Source: an optimization exercise on an open RTL-to-GDS flow (aim: small area and a short achievable clock period). Production flows keep margins and buffers that such runs may drop.
No functional check of the RTL was part of any run shown here.

**flow/design.v**
```verilog
module Cordic (
  input  wire        in_clk,
  input  wire        in_rst,
  input  wire        in_enable,
  input  wire [15:0] in_x,
  input  wire [15:0] in_y,
  output wire        out_valid,
  output wire [18:0] out_phase,
  output wire [15:0] out_x,
  output wire [15:0] out_y
);
  function [18:0] atan;
    input integer i;
    begin
      case (i)
        0: atan = 19'h0c90f;
        1: atan = 19'h076b1;
        2: atan = 19'h03eb6;
        3: atan = 19'h01fd5;
        4: atan = 19'h00ffa;
        5: atan = 19'h007ff;
        6: atan = 19'h003ff;
        default: atan = 19'h001ff;
      endcase
    end
  endfunction
  reg [12:0] vld;
  always @(posedge in_clk or negedge in_rst)
    if (!in_rst) vld <= 13'b0;
    else         vld <= {vld[11:0], in_enable};
  assign out_valid = vld[12];
  reg signed [16:0] xr [0:8];
  reg signed [16:0] yr [0:8];
  reg        [7:0]  dr [1:9];    
  always @(posedge in_clk) begin
    xr[0] <= {in_x[15], in_x};
    yr[0] <= {in_y[15], in_y};
  end
  genvar i;
  generate
    for (i = 0; i < 8; i = i + 1) begin : g_stage
      wire               d  = yr[i][16];
      wire signed [16:0] xs = xr[i] >>> i;
      wire signed [16:0] ys = yr[i] >>> i;
      wire        [16:0] xn, yn;
      hc17 u_xadd (.a(xr[i]), .b(ys ^ {17{d}}),  .cin(d),  .s(xn));
      hc17 u_yadd (.a(yr[i]), .b(xs ^ {17{~d}}), .cin(~d), .s(yn));
      always @(posedge in_clk) begin
        xr[i+1] <= xn;
        yr[i+1] <= yn;
      end
      if (i == 0) begin : g_d0
        always @(posedge in_clk) dr[1] <= {7'b0, d};
      end else begin : g_dn
        always @(posedge in_clk) dr[i+1] <= (dr[i] & ((8'd1 << i) - 8'd1)) | ({7'b0, d} << i);
      end
    end
  endgenerate
  localparam [27:0] GAINC = 28'h5b70049;
  function [27:0] csa_s;
    input [27:0] a, b, c;
    csa_s = a ^ b ^ c;
  endfunction
  function [27:0] csa_c;
    input [27:0] a, b, c;
    csa_c = {(a[26:0] & b[26:0]) | (a[26:0] & c[26:0]) | (b[26:0] & c[26:0]), 1'b0};
  endfunction
  function [32:0] gain1;   
    input [16:0] v;
    reg   [16:0] u;
    reg   [27:0] r1, r2, r3, r4, r5, s1, c1, t1, e1, s2, c2, s3, c3;
    reg   [12:0] lo;
    begin
      u  = {~v[16], v[15:0]};
      r1 = {u, 11'b0};
      r2 = {2'b0, u, 9'b0};
      r3 = {5'b0, ~u, 6'b0};
      r4 = {8'b0, ~u, 3'b0};
      r5 = {11'b0, ~u};
      s1 = csa_s(r1, r2, r3);
      c1 = csa_c(r1, r2, r3);
      t1 = csa_s(r4, r5, GAINC);
      e1 = csa_c(r4, r5, GAINC);
      s2 = csa_s(s1, c1, t1);
      c2 = csa_c(s1, c1, t1);
      s3 = csa_s(s2, c2, e1);
      c3 = csa_c(s2, c2, e1);
      lo = {1'b0, s3[11:0]} + {1'b0, c3[11:0]};
      gain1 = {lo[12], s3[27:12], c3[27:12]};
    end
  endfunction
  reg [15:0] xs_, ys_, xc_, yc_;   
  reg        xl_, yl_;              
  always @(posedge in_clk) begin
    {xl_, xs_, xc_} <= gain1(xr[8]);
    {yl_, ys_, yc_} <= gain1(yr[8]);
    dr[9]           <= dr[8];
  end
  function [18:0] zsum;
    input [3:0] dirs;
    input integer base;
    integer k;
    begin
      zsum = 19'd0;
      for (k = 0; k < 4; k = k + 1)
        zsum = dirs[k] ? zsum - atan(base + k) : zsum + atan(base + k);
    end
  endfunction
  wire [18:0] zlo [0:15];
  wire [18:0] zhi [0:15];
  genvar j;
  generate
    for (j = 0; j < 16; j = j + 1) begin : g_ztab
      assign zlo[j] = zsum(j, 0);
      assign zhi[j] = zsum(j, 4);
    end
  endgenerate
  reg [15:0] ox, oy;
  reg [18:0] oz;
  always @(posedge in_clk) begin
    ox <= xs_ + xc_ + xl_;
    oy <= ys_ + yc_ + yl_;
    oz <= zlo[dr[9][3:0]] + zhi[dr[9][7:4]];
  end
  assign out_x = ox;
  assign out_y = oy;
  assign out_phase = oz;
endmodule
module hc17 (
  input  wire [16:0] a,
  input  wire [16:0] b,
  input  wire        cin,
  output wire [16:0] s
);
  wire g0_0 = cin;
  wire g0_1 = a[0] & b[0];
  wire p0_1 = a[0] ^ b[0];
  wire g0_2 = a[1] & b[1];
  wire p0_2 = a[1] ^ b[1];
  wire g0_3 = a[2] & b[2];
  wire p0_3 = a[2] ^ b[2];
  wire g0_4 = a[3] & b[3];
  wire p0_4 = a[3] ^ b[3];
  wire g0_5 = a[4] & b[4];
  wire p0_5 = a[4] ^ b[4];
  wire g0_6 = a[5] & b[5];
  wire p0_6 = a[5] ^ b[5];
  wire g0_7 = a[6] & b[6];
  wire p0_7 = a[6] ^ b[6];
  wire g0_8 = a[7] & b[7];
  wire p0_8 = a[7] ^ b[7];
  wire g0_9 = a[8] & b[8];
  wire p0_9 = a[8] ^ b[8];
  wire g0_10 = a[9] & b[9];
  wire p0_10 = a[9] ^ b[9];
  wire g0_11 = a[10] & b[10];
  wire p0_11 = a[10] ^ b[10];
  wire g0_12 = a[11] & b[11];
  wire p0_12 = a[11] ^ b[11];
  wire g0_13 = a[12] & b[12];
  wire p0_13 = a[12] ^ b[12];
  wire g0_14 = a[13] & b[13];
  wire p0_14 = a[13] ^ b[13];
  wire g0_15 = a[14] & b[14];
  wire p0_15 = a[14] ^ b[14];
  wire g0_16 = a[15] & b[15];
  wire p0_16 = a[15] ^ b[15];
  wire g0_17 = a[16] & b[16];
  wire p0_17 = a[16] ^ b[16];
  wire g1_1 = g0_1 | (p0_1 & g0_0);
  wire g1_3 = g0_3 | (p0_3 & g0_2);
  wire p1_3 = p0_3 & p0_2;
  wire g1_5 = g0_5 | (p0_5 & g0_4);
  wire p1_5 = p0_5 & p0_4;
  wire g1_7 = g0_7 | (p0_7 & g0_6);
  wire p1_7 = p0_7 & p0_6;
  wire g1_9 = g0_9 | (p0_9 & g0_8);
  wire p1_9 = p0_9 & p0_8;
  wire g1_11 = g0_11 | (p0_11 & g0_10);
  wire p1_11 = p0_11 & p0_10;
  wire g1_13 = g0_13 | (p0_13 & g0_12);
  wire p1_13 = p0_13 & p0_12;
  wire g1_15 = g0_15 | (p0_15 & g0_14);
  wire p1_15 = p0_15 & p0_14;
  wire g1_17 = g0_17 | (p0_17 & g0_16);
  wire p1_17 = p0_17 & p0_16;
  wire g2_3 = g1_3 | (p1_3 & g1_1);
  wire g2_5 = g1_5 | (p1_5 & g1_3);
  wire p2_5 = p1_5 & p1_3;
  wire g2_7 = g1_7 | (p1_7 & g1_5);
  wire p2_7 = p1_7 & p1_5;
  wire g2_9 = g1_9 | (p1_9 & g1_7);
  wire p2_9 = p1_9 & p1_7;
  wire g2_11 = g1_11 | (p1_11 & g1_9);
  wire p2_11 = p1_11 & p1_9;
  wire g2_13 = g1_13 | (p1_13 & g1_11);
  wire p2_13 = p1_13 & p1_11;
  wire g2_15 = g1_15 | (p1_15 & g1_13);
  wire p2_15 = p1_15 & p1_13;
  wire g2_17 = g1_17 | (p1_17 & g1_15);
  wire p2_17 = p1_17 & p1_15;
  wire g3_5 = g2_5 | (p2_5 & g1_1);
  wire g3_7 = g2_7 | (p2_7 & g2_3);
  wire g3_9 = g2_9 | (p2_9 & g2_5);
  wire p3_9 = p2_9 & p2_5;
  wire g3_11 = g2_11 | (p2_11 & g2_7);
  wire p3_11 = p2_11 & p2_7;
  wire g3_13 = g2_13 | (p2_13 & g2_9);
  wire p3_13 = p2_13 & p2_9;
  wire g3_15 = g2_15 | (p2_15 & g2_11);
  wire p3_15 = p2_15 & p2_11;
  wire g3_17 = g2_17 | (p2_17 & g2_13);
  wire p3_17 = p2_17 & p2_13;
  wire g4_9 = g3_9 | (p3_9 & g1_1);
  wire g4_11 = g3_11 | (p3_11 & g2_3);
  wire g4_13 = g3_13 | (p3_13 & g3_5);
  wire g4_15 = g3_15 | (p3_15 & g3_7);
  wire g4_17 = g3_17 | (p3_17 & g3_9);
  wire p4_17 = p3_17 & p3_9;
  wire g5_17 = g4_17 | (p4_17 & g1_1);
  wire g6_2 = g0_2 | (p0_2 & g1_1);
  wire g6_4 = g0_4 | (p0_4 & g2_3);
  wire g6_6 = g0_6 | (p0_6 & g3_5);
  wire g6_8 = g0_8 | (p0_8 & g3_7);
  wire g6_10 = g0_10 | (p0_10 & g4_9);
  wire g6_12 = g0_12 | (p0_12 & g4_11);
  wire g6_14 = g0_14 | (p0_14 & g4_13);
  wire g6_16 = g0_16 | (p0_16 & g4_15);
  assign s[0] = a[0] ^ b[0] ^ g0_0;
  assign s[1] = a[1] ^ b[1] ^ g1_1;
  assign s[2] = a[2] ^ b[2] ^ g6_2;
  assign s[3] = a[3] ^ b[3] ^ g2_3;
  assign s[4] = a[4] ^ b[4] ^ g6_4;
  assign s[5] = a[5] ^ b[5] ^ g3_5;
  assign s[6] = a[6] ^ b[6] ^ g6_6;
  assign s[7] = a[7] ^ b[7] ^ g3_7;
  assign s[8] = a[8] ^ b[8] ^ g6_8;
  assign s[9] = a[9] ^ b[9] ^ g4_9;
  assign s[10] = a[10] ^ b[10] ^ g6_10;
  assign s[11] = a[11] ^ b[11] ^ g4_11;
  assign s[12] = a[12] ^ b[12] ^ g6_12;
  assign s[13] = a[13] ^ b[13] ^ g4_13;
  assign s[14] = a[14] ^ b[14] ^ g6_14;
  assign s[15] = a[15] ^ b[15] ^ g4_15;
  assign s[16] = a[16] ^ b[16] ^ g6_16;
endmodule
module CordicVectoring (
  input  wire        in_clk,
  input  wire        in_rst,
  input  wire        in_enable,
  input  wire [15:0] in_x,
  input  wire [15:0] in_y,
  output wire        out_valid,
  output wire [18:0] out_phase,
  output wire [15:0] out_x,
  output wire [15:0] out_y
);
  Cordic u_cordic (
    .in_clk    (in_clk),
    .in_rst    (in_rst),
    .in_enable (in_enable),
    .in_x      (in_x),
    .in_y      (in_y),
    .out_valid (out_valid),
    .out_phase (out_phase),
    .out_x     (out_x),
    .out_y     (out_y)
  );
endmodule
```
**flow/flow/run.sh**
```bash
#!/bin/bash
set -euo pipefail
bash standard.sh \
  SETUP_SLACK_MARGIN=6.0 \
  "BUFFER_PORTS_ARGS=-buffer_cell sky130_fd_sc_hd__buf_2" \
  finish > standard.log 2>&1
```
**flow/standard.sh**
```bash
#!/bin/bash
# synth_recipe.tcl (not shown) runs the flow's synth.tcl, then flattens the netlist and writes it again
# the make line also repeats each setting of config.mk as NAME=value (left out here)
make -C /OpenROAD-flow-scripts/flow DESIGN_CONFIG=/design/flow/config.mk WORK_HOME=/design/flow/orfs CLKGATE_MAP_FILE= SYNTH_SCRIPT=/design/flow/synth_recipe.tcl "${@:-finish}"
```
**flow/config.mk**
```make
export PLATFORM = sky130hd
export DESIGN_NAME = CordicVectoring
export DESIGN_NICKNAME = CordicVectoring
export VERILOG_FILES = /design/flow/design.v
export SDC_FILE = /design/flow/constraint.sdc
export NUM_CORES = 4
export LEC_CHECK = 0
export CAP_MARGIN = 20
export CORE_MARGIN = 2
export CORE_UTILIZATION = 55
export CTS_CLUSTER_DIAMETER = 100
export CTS_CLUSTER_SIZE = 30
export SLEW_MARGIN = 20
```
**flow/constraint.sdc**
```tcl
create_clock -name core_clock -period 9.0 [get_ports {in_clk}]
set_input_delay 1.8000 -clock core_clock [delete_from_list [all_inputs] [get_ports {in_clk}]]
set_output_delay 1.8000 -clock core_clock [all_outputs]
set_load 0.01 [all_outputs]
```
==> results of run 1 <==
cell families (layout without fill, tap and decap cells):
group                      Yosys count  in the layout
adders and majority gates          546            546
buffers and inverters              517            665
DFF                                477            477
AOI/OAI and AO/OA                  391            391
xor gates and xnor gates           382            382
and+or+nand+nor                    257            257
muxes                               10             10
other                                1              1
cell usage in the layout, fill, tap and decap left out, types with 21 or more instances in the layout:
cell,synthesis,final
inv_1,486,486
dfxtp_1,464,448
ha_1,361,358
xnor2_1,220,207
fa_1,185,181
xor2_1,162,159
a21oi_1,132,124
buf_2,2,85
nand2_1,65,64
nor2_1,55,54
buf_4,2,47
o21a_1,45,45
a21o_1,42,42
o21ai_0,42,42
nor3_1,26,26
nand2b_1,24,24
clkbuf_16,0,24
nor2b_1,22,21
final cells by class:
| type | count | area [um^2] |
|---|---|---|
| multi-input combinational | 1587 | 16000 |
| sequential | 477 | 9650 |
| clock buffer | 28 | 572 |
| fill | 4114 | 18700 |
| clock inverter | 3 | 55.1 |
| timing repair buffer | 148 | 1180 |
| tap | 664 | 831 |
| inverter | 486 | 1820 |
what timing repair did:
action	CTS	global route
resized for setup	59	46
buffers inserted	12	36
pin swaps	10	35
gates cloned	6	3
hold buffers	0	0
setup endpoints to repair	87	42
through the flow:
step / setup WS [ps] / instances
after floorplan: 5990 / 2581
after global placement: 5480 / 3305
after detailed placement: 5390 / 3305
after CTS: 5940 / 3354
after global routing: 5960 / 3393
final: 6060 / 3393
worst max path at each step:
stage	startpoint	endpoint	slack (ps)	cells after the start
6_report	u_cordic.yr[4][16]$_DFF_P_	u_cordic.yr[5][15]$_DFF_P_	6060	12
5_1_grt	u_cordic.yr[4][16]$_DFF_P_	u_cordic.xr[5][16]$_DFF_P_	5960	12
4_1_cts	u_cordic.yr[0][15]$_DFF_P_	u_cordic.yr[1][13]$_DFF_P_	5940	9
3_5_place_dp	u_cordic.yr[0][15]$_DFF_P_	u_cordic.yr[1][13]$_DFF_P_	5390	9
3_3_place_gp	u_cordic.yr[0][15]$_DFF_P_	u_cordic.yr[1][13]$_DFF_P_	5480	9
2_1_floorplan	u_cordic.yr[1][16]$_DFF_P_	u_cordic.yr[2][16]$_DFF_P_	5990	12
critical path: stages, from the launching register on:
cell and delay (ps):
dfxtp_4 370, buf_12 140, xnor2_4 140, ha_4 290, a21o_1 150, a41oi_4 50, o211a_1 290, o31ai_4 330
o22ai_4 130, o21a_1 200, o21a_1 190, fa_2 520, inv_1 40
metal layers:
metal / share of wire / routed length, um
met2: 0.55 / 27300
met3: 0.019 / 938
met5: 0 / 0
met4: 0.031 / 1560
met1: 0.40 / 20000
flip-flops by register name (all words and copies together) (netlist names):
signal and flops:
u_cordic.dr 44, u_cordic.ox 16, u_cordic.oy 16, u_cordic.oz 18, u_cordic.vld 13, u_cordic.xc_ 16
u_cordic.xl_ 1, u_cordic.xr 152, u_cordic.xs_ 16, u_cordic.yc_ 16, u_cordic.yl_ 1, u_cordic.yr 152
u_cordic.ys_ 16
==> impl_metrics.ini, run 1 <==
[synth]
yosys.area.top_type = dfxtp_1
synth_top_family_by_area = adder cells
synth_cells = 2581
yosys.area_share.xor_xnor = 0.123
synthSimpleGateAreaFrac = 0.0472
synth_top_area_frac = 0.343
yosys_most_used_dff = dfxtp_1
synth-compound-area-share = 0.0951
synth-seq-cells = 477
synth_adder_area_share = 0.303
yosysWarnings = 7
async_reset_ff_frac = 0.0273
avgSynthCellArea_um2 = 10.5
syn_nets = 3162
synth_area_leaders = dfxtp_1 (34%), ha_1 (17%), fa_1 (14%), xnor2_1 (7.1%), inv_1 (6.7%)
synth_edf_count = 0
synth_cell_type_count = 73
syn-cell-area_um2 = 27100
synth.most_common_cell = inv_1
synth_commonest_cells = inv_1 (486), dfxtp_1 (464), ha_1 (361), xnor2_1 (220), fa_1 (185)
synth.mux.area_fraction = 0.00402
seq_area_frac_synth = 0.355

[place]
place.gp.congestion = 0.877
io_buffer_count = 85
dp_hpwl_mm = 39.5
postPlaceCellArea_um2 = 28300

[timing]
setup_violations = 0
max_freq_mhz = 340
setup_tns_ps = 0
hold_ws_ps = 323
fin_skew_ps = 24.5
slew_viol_final = 0
slew_headroom = 0.531
tightest_slew_ps = 699
rsz0062_at_grt = true
layout_worst_path_cycle_share = 0.326
hold_viol_final = 0
period_minus_slack_ps = 2940

[critical_path]
cp.arrival_ps = 3410
endpoint_kind = flop
r2r_start = u_cordic.yr[4][16]$_DFF_P_
r2r_setup_slack_ps = 6060
worst_ep_required_time_ps = 9480
path_class = flop to flop
crit_fanout = 6
r2r-end = u_cordic.yr[5][15]$_DFF_P_
startpoint_type = flop
r2r_cells = 12

[routing]
postRouteAntennaNets = 0
wire_per_inst_um = 14.7
drtIter0Drc = 508
first_pass_iters = 5
avgViaCountPerCell = 4.96
wl_mm = 49.8
via_count = 16800
route.detailed.drc = 0

[hold_path]
min_to = u_cordic.dr[9][6]$_DFF_P_
hold_class = flop to flop
min_from = u_cordic.dr[8][6]$_DFF_P_
hold_depth = 0

[global_routing]
antenna_found_initial = 0
grt_pass1_wl_mm = 81.4
grt_max_degree = 32
use_met1 = 0.220
use_met3 = 0.0169
grt-ovfl-total = 0
top_usage_layer = met2
grt.met2_usage = 0.391
grt_usage = 0.197
grt_pass1_vias = 17300

[floorplan]
num_rows = 81
die_h_um = 226
die-area_um2 = 51100
die_w_um = 226
coreArea_um2 = 48700
ios = 87
initial_core_util = 0.556

[cts]
cts-root-buf = clkbuf_16
clkTransAtPathRegs_ps = 110
clock_latency_ps = 570
cts_made_buffers = 20
tritoncts = done
cts.path.max_buffers = 3
cts-htree-levels = 1
cts.sinks = 477

[run_status]
status = finished clean

[cells_and_area]
design_area_um2 = 30100
postLayoutCoreUtil = 0.617
diodes = 0
num-nets-final = 3301
drive_above_1_share = 0.0989
syn_to_final_growth_pct = 10.9

[flow_run]
cap_violations = 0
==> run 2: changes to the inputs <==
--- a/flow/design.v
+++ b/flow/design.v
@@ -44,6 +44,6 @@
       wire signed [16:0] ys = yr[i] >>> i;
       wire        [16:0] xn, yn;
-      hc17 u_xadd (.a(xr[i]), .b(ys ^ {17{d}}),  .cin(d),  .s(xn));
-      hc17 u_yadd (.a(yr[i]), .b(xs ^ {17{~d}}), .cin(~d), .s(yn));
+      ks17 u_xadd (.a(xr[i]), .b(ys ^ {17{d}}),  .cin(d),  .s(xn));
+      ks17 u_yadd (.a(yr[i]), .b(xs ^ {17{~d}}), .cin(~d), .s(yn));
       always @(posedge in_clk) begin
         xr[i+1] <= xn;
@@ -127,5 +127,5 @@
   assign out_phase = oz;
 endmodule
-module hc17 (
+module ks17 (
   input  wire [16:0] a,
   input  wire [16:0] b,
@@ -169,79 +169,121 @@
   wire p0_17 = a[16] ^ b[16];
   wire g1_1 = g0_1 | (p0_1 & g0_0);
+  wire g1_2 = g0_2 | (p0_2 & g0_1);
+  wire p1_2 = p0_2 & p0_1;
   wire g1_3 = g0_3 | (p0_3 & g0_2);
   wire p1_3 = p0_3 & p0_2;
+  wire g1_4 = g0_4 | (p0_4 & g0_3);
+  wire p1_4 = p0_4 & p0_3;
   wire g1_5 = g0_5 | (p0_5 & g0_4);
   wire p1_5 = p0_5 & p0_4;
+  wire g1_6 = g0_6 | (p0_6 & g0_5);
+  wire p1_6 = p0_6 & p0_5;
   wire g1_7 = g0_7 | (p0_7 & g0_6);
   wire p1_7 = p0_7 & p0_6;
+  wire g1_8 = g0_8 | (p0_8 & g0_7);
+  wire p1_8 = p0_8 & p0_7;
   wire g1_9 = g0_9 | (p0_9 & g0_8);
   wire p1_9 = p0_9 & p0_8;
+  wire g1_10 = g0_10 | (p0_10 & g0_9);
+  wire p1_10 = p0_10 & p0_9;
   wire g1_11 = g0_11 | (p0_11 & g0_10);
   wire p1_11 = p0_11 & p0_10;
+  wire g1_12 = g0_12 | (p0_12 & g0_11);
+  wire p1_12 = p0_12 & p0_11;
   wire g1_13 = g0_13 | (p0_13 & g0_12);
   wire p1_13 = p0_13 & p0_12;
+  wire g1_14 = g0_14 | (p0_14 & g0_13);
+  wire p1_14 = p0_14 & p0_13;
   wire g1_15 = g0_15 | (p0_15 & g0_14);
   wire p1_15 = p0_15 & p0_14;
+  wire g1_16 = g0_16 | (p0_16 & g0_15);
+  wire p1_16 = p0_16 & p0_15;
   wire g1_17 = g0_17 | (p0_17 & g0_16);
   wire p1_17 = p0_17 & p0_16;
+  wire g2_2 = g1_2 | (p1_2 & g0_0);
   wire g2_3 = g1_3 | (p1_3 & g1_1);
+  wire g2_4 = g1_4 | (p1_4 & g1_2);
+  wire p2_4 = p1_4 & p1_2;
   wire g2_5 = g1_5 | (p1_5 & g1_3);
   wire p2_5 = p1_5 & p1_3;
+  wire g2_6 = g1_6 | (p1_6 & g1_4);
+  wire p2_6 = p1_6 & p1_4;
   wire g2_7 = g1_7 | (p1_7 & g1_5);
   wire p2_7 = p1_7 & p1_5;
+  wire g2_8 = g1_8 | (p1_8 & g1_6);
+  wire p2_8 = p1_8 & p1_6;
   wire g2_9 = g1_9 | (p1_9 & g1_7);
   wire p2_9 = p1_9 & p1_7;
+  wire g2_10 = g1_10 | (p1_10 & g1_8);
+  wire p2_10 = p1_10 & p1_8;
   wire g2_11 = g1_11 | (p1_11 & g1_9);
   wire p2_11 = p1_11 & p1_9;
+  wire g2_12 = g1_12 | (p1_12 & g1_10);
+  wire p2_12 = p1_12 & p1_10;
   wire g2_13 = g1_13 | (p1_13 & g1_11);
   wire p2_13 = p1_13 & p1_11;
+  wire g2_14 = g1_14 | (p1_14 & g1_12);
+  wire p2_14 = p1_14 & p1_12;
   wire g2_15 = g1_15 | (p1_15 & g1_13);
   wire p2_15 = p1_15 & p1_13;
+  wire g2_16 = g1_16 | (p1_16 & g1_14);
+  wire p2_16 = p1_16 & p1_14;
   wire g2_17 = g1_17 | (p1_17 & g1_15);
   wire p2_17 = p1_17 & p1_15;
+  wire g3_4 = g2_4 | (p2_4 & g0_0);
   wire g3_5 = g2_5 | (p2_5 & g1_1);
+  wire g3_6 = g2_6 | (p2_6 & g2_2);
   wire g3_7 = g2_7 | (p2_7 & g2_3);
+  wire g3_8 = g2_8 | (p2_8 & g2_4);
+  wire p3_8 = p2_8 & p2_4;
   wire g3_9 = g2_9 | (p2_9 & g2_5);
   wire p3_9 = p2_9 & p2_5;
+  wire g3_10 = g2_10 | (p2_10 & g2_6);
+  wire p3_10 = p2_10 & p2_6;
   wire g3_11 = g2_11 | (p2_11 & g2_7);
   wire p3_11 = p2_11 & p2_7;
+  wire g3_12 = g2_12 | (p2_12 & g2_8);
+  wire p3_12 = p2_12 & p2_8;
   wire g3_13 = g2_13 | (p2_13 & g2_9);
   wire p3_13 = p2_13 & p2_9;
+  wire g3_14 = g2_14 | (p2_14 & g2_10);
+  wire p3_14 = p2_14 & p2_10;
   wire g3_15 = g2_15 | (p2_15 & g2_11);
   wire p3_15 = p2_15 & p2_11;
+  wire g3_16 = g2_16 | (p2_16 & g2_12);
+  wire p3_16 = p2_16 & p2_12;
   wire g3_17 = g2_17 | (p2_17 & g2_13);
   wire p3_17 = p2_17 & p2_13;
+  wire g4_8 = g3_8 | (p3_8 & g0_0);
   wire g4_9 = g3_9 | (p3_9 & g1_1);
+  wire g4_10 = g3_10 | (p3_10 & g2_2);
   wire g4_11 = g3_11 | (p3_11 & g2_3);
+  wire g4_12 = g3_12 | (p3_12 & g3_4);
   wire g4_13 = g3_13 | (p3_13 & g3_5);
+  wire g4_14 = g3_14 | (p3_14 & g3_6);
   wire g4_15 = g3_15 | (p3_15 & g3_7);
+  wire g4_16 = g3_16 | (p3_16 & g3_8);
+  wire p4_16 = p3_16 & p3_8;
   wire g4_17 = g3_17 | (p3_17 & g3_9);
   wire p4_17 = p3_17 & p3_9;
+  wire g5_16 = g4_16 | (p4_16 & g0_0);
   wire g5_17 = g4_17 | (p4_17 & g1_1);
-  wire g6_2 = g0_2 | (p0_2 & g1_1);
-  wire g6_4 = g0_4 | (p0_4 & g2_3);
-  wire g6_6 = g0_6 | (p0_6 & g3_5);
-  wire g6_8 = g0_8 | (p0_8 & g3_7);
-  wire g6_10 = g0_10 | (p0_10 & g4_9);
-  wire g6_12 = g0_12 | (p0_12 & g4_11);
-  wire g6_14 = g0_14 | (p0_14 & g4_13);
-  wire g6_16 = g0_16 | (p0_16 & g4_15);
   assign s[0] = a[0] ^ b[0] ^ g0_0;
   assign s[1] = a[1] ^ b[1] ^ g1_1;
-  assign s[2] = a[2] ^ b[2] ^ g6_2;
+  assign s[2] = a[2] ^ b[2] ^ g2_2;
   assign s[3] = a[3] ^ b[3] ^ g2_3;
-  assign s[4] = a[4] ^ b[4] ^ g6_4;
+  assign s[4] = a[4] ^ b[4] ^ g3_4;
   assign s[5] = a[5] ^ b[5] ^ g3_5;
-  assign s[6] = a[6] ^ b[6] ^ g6_6;
+  assign s[6] = a[6] ^ b[6] ^ g3_6;
   assign s[7] = a[7] ^ b[7] ^ g3_7;
-  assign s[8] = a[8] ^ b[8] ^ g6_8;
+  assign s[8] = a[8] ^ b[8] ^ g4_8;
   assign s[9] = a[9] ^ b[9] ^ g4_9;
-  assign s[10] = a[10] ^ b[10] ^ g6_10;
+  assign s[10] = a[10] ^ b[10] ^ g4_10;
   assign s[11] = a[11] ^ b[11] ^ g4_11;
-  assign s[12] = a[12] ^ b[12] ^ g6_12;
+  assign s[12] = a[12] ^ b[12] ^ g4_12;
   assign s[13] = a[13] ^ b[13] ^ g4_13;
-  assign s[14] = a[14] ^ b[14] ^ g6_14;
+  assign s[14] = a[14] ^ b[14] ^ g4_14;
   assign s[15] = a[15] ^ b[15] ^ g4_15;
-  assign s[16] = a[16] ^ b[16] ^ g6_16;
+  assign s[16] = a[16] ^ b[16] ^ g5_16;
 endmodule
 module CordicVectoring (
==> impl_metrics.ini, run 2 <==
[synth]
syn_nets = 3494
avgSynthCellArea_um2 = 9.51
synth.most_common_cell = dfxtp_1
yosys.area.top_type = dfxtp_1
synth-seq-cells = 477
synth_cell_type_count = 73
synth_area_leaders = dfxtp_1 (32%), ha_1 (16%), xnor2_1 (8.7%), xor2_1 (5.8%), fa_1 (5.2%)
synth_cells = 3017
seq_area_frac_synth = 0.335
async_reset_ff_frac = 0.0273
synth_commonest_cells = dfxtp_1 (464), ha_1 (367), xnor2_1 (285), inv_1 (232), a21oi_1 (212)
synth_edf_count = 0
synth_top_area_frac = 0.324
yosys_most_used_dff = dfxtp_1
syn-cell-area_um2 = 28700
yosysWarnings = 7

[timing]
layout_setup_ws_ps = 5780
fin_skew_ps = 32.0
hold_viol_final = 0
max_freq_mhz = 311
slew_viol_final = 0
tightest_slew_ps = 1020
layout_worst_path_cycle_share = 0.357
setup_violations = 0
period_minus_slack_ps = 3220
setup_tns_ps = 0
slew_headroom = 0.300
rsz0062_at_grt = true

[cells_and_area]
layout_common_cells = dfxtp_1 (442), ha_1 (365), xnor2_1 (279)
drive_above_1_share = 0.0716
postLayoutCoreUtil = 0.602
syn_to_final_growth_pct = 7.91
final.fill_count = 4452
diodes = 0
regArea_um2 = 9670
multi_input_area_um2 = 18200
num-nets-final = 3566
stdcell_count = 3779
largestRegisters = u_cordic.xr (152), u_cordic.yr (152), u_cordic.dr (44)
layout_commonest_cell = dfxtp_1

[global_routing]
grt_pass1_wl_mm = 97.5
antenna_found_initial = 0
grt_max_degree = 39
top_usage_layer = met2
use_met1 = 0.287
grt_usage = 0.218
use_met3 = 0.0222
grt_pass1_vias = 20000
grt-ovfl-total = 0
grt.met2_usage = 0.385

[cts]
cts.path.max_buffers = 3
cts-root-buf = clkbuf_16
cts_made_buffers = 22
tritoncts = done
cts-htree-levels = 1
clock_latency_ps = 590
cts.sinks = 477
clkTransAtPathRegs_ps = 110

[routing]
avgViaCountPerCell = 5.47
via_count = 20700
postRouteAntennaNets = 0
wl_mm = 59.8
first_pass_iters = 5
route.detailed.drc = 0
wire_per_inst_um = 15.8
drtIter0Drc = 940

[run_status]
status = finished clean

[place]
dp_hpwl_mm = 47.5
dp_cells = 3728
pre_cts_ws_ps = 5390
io_buffer_count = 85
place.gp.congestion = 0.863

[critical_path]
crit_fanout = 2
endpoint_kind = flop
worst_ep_required_time_ps = 9540
path_class = flop to flop
cp.arrival_ps = 3760
startpoint_type = flop
r2r_cells = 12

[hold_path]
hold_depth = 0
hold_class = flop to flop

[floorplan]
initial_core_util = 0.558
die-area_um2 = 54000
die_w_um = 232
ios = 87
coreArea_um2 = 51400
num_rows = 83
die_h_um = 232

[flow_run]
cap_violations = 0
-- run 2: metal layers --
metal	wire (um)	share of wire
met1	27900	0.47
met2	28900	0.48
met4	1100	0.018
met5	0	0
met3	1960	0.033
-- run 2: worst paths after layout --
| kind | start | to | slack (ps) |
|---|---|---|---|
| setup / recovery | u_cordic.dr[9][0]$_DFF_P_ | u_cordic.oz[17]$_DFF_P_ | 5780 |
| hold / removal | u_cordic.dr[8][2]$_DFF_P_ | u_cordic.dr[9][2]$_DFF_P_ | 320 |
| setup reg to reg | u_cordic.dr[9][0]$_DFF_P_ | u_cordic.oz[17]$_DFF_P_ | 5780 |
| hold reg to reg | u_cordic.dr[8][2]$_DFF_P_ | u_cordic.dr[9][2]$_DFF_P_ | 320 |
| max in group asynchronous | in_rst | u_cordic.vld[6]$_DFF_PN0_ | 7710 |
| min in group asynchronous | in_rst | u_cordic.vld[9]$_DFF_PN0_ | 1070 |
-- run 2: area by class of cell --
| class | instances | area share |
|---|---|---|
| clock inverters | 10 | 0.00404 |
| well taps | 680 | 0.0275 |
| flip-flops and latches | 477 | 0.312 |
| repair buffers | 109 | 0.0228 |
| clock buffers | 24 | 0.0183 |
| multi-input cells | 2247 | 0.587 |
| inverters | 232 | 0.0281 |
-- run 2: repair_timing --
action	4_1_cts	5_1_grt
setup buffers	14	3
endpoints found under the setup margin	39	59
resized for setup	31	63
hold buffers	0	0
pin swaps	7	10
-- run 2: stage by stage --
stage	instance area [um^2]	hold WS (ps)
3_5_place_dp	29800	312
4_1_cts	30700	323
5_1_grt	31000	328
3_3_place_gp	29800	311
6_report	31000	324
2_1_floorplan	28700	310
-- run 2: cells by family (layout without fill, tap and decap cells) --
group,after synthesis,in the layout,synth area share
other,1,1,0.000131
adder cells (fa/ha/maj),442,442,0.212
AO/OA/AOI/OAI,725,725,0.163
buffers and inverters,293,375,0.0385
XOR/XNOR,475,475,0.145
AND/OR/NAND/NOR,590,590,0.101
multiplexers,14,14,0.00501
flip-flops,477,477,0.335
-- run 2: critical path, stage by stage, from the launching register on --
cell	delay [ps]
dfxtp_4	390
xnor2_4	200
xnor2_2	130
ha_2	200
inv_2	40
fa_2	350
a21o_1	190
a311o_1	290
a2111o_1	410
a211oi_2	310
a21oi_2	100
or4b_1	470
nand3_1	90

[re-timing with driven ports]
Ports are ideal in the flow. The routed layouts listed here were re-timed in OpenROAD. Step 1 (the two cells are an assumption about what drives the block):
set clk [get_ports {in_clk}]
set_driving_cell -lib_cell sky130_fd_sc_hd__clkbuf_16 $clk
set_driving_cell -lib_cell sky130_fd_sc_hd__buf_2 [delete_from_list [all_inputs] $clk]
Step 2, shift: input delay + t, output delay - t, t = (earliest + latest rising clock arrival at the registers) / 2. This alone moves slack from input paths to output paths. Three values: ideal ports, drivers, drivers and shift; two values: the first two.
run | t (ns) | setup slack, ns | clock arrival spread, ns
run 1 | 0.613 | 6.063 / 6.063 / 6.063 | 0.026 / 0.026
run 2 | 0.635 | 5.784 / 5.784 / 5.784 | 0.035 / 0.035
After both steps setup and hold are still met in every run listed.
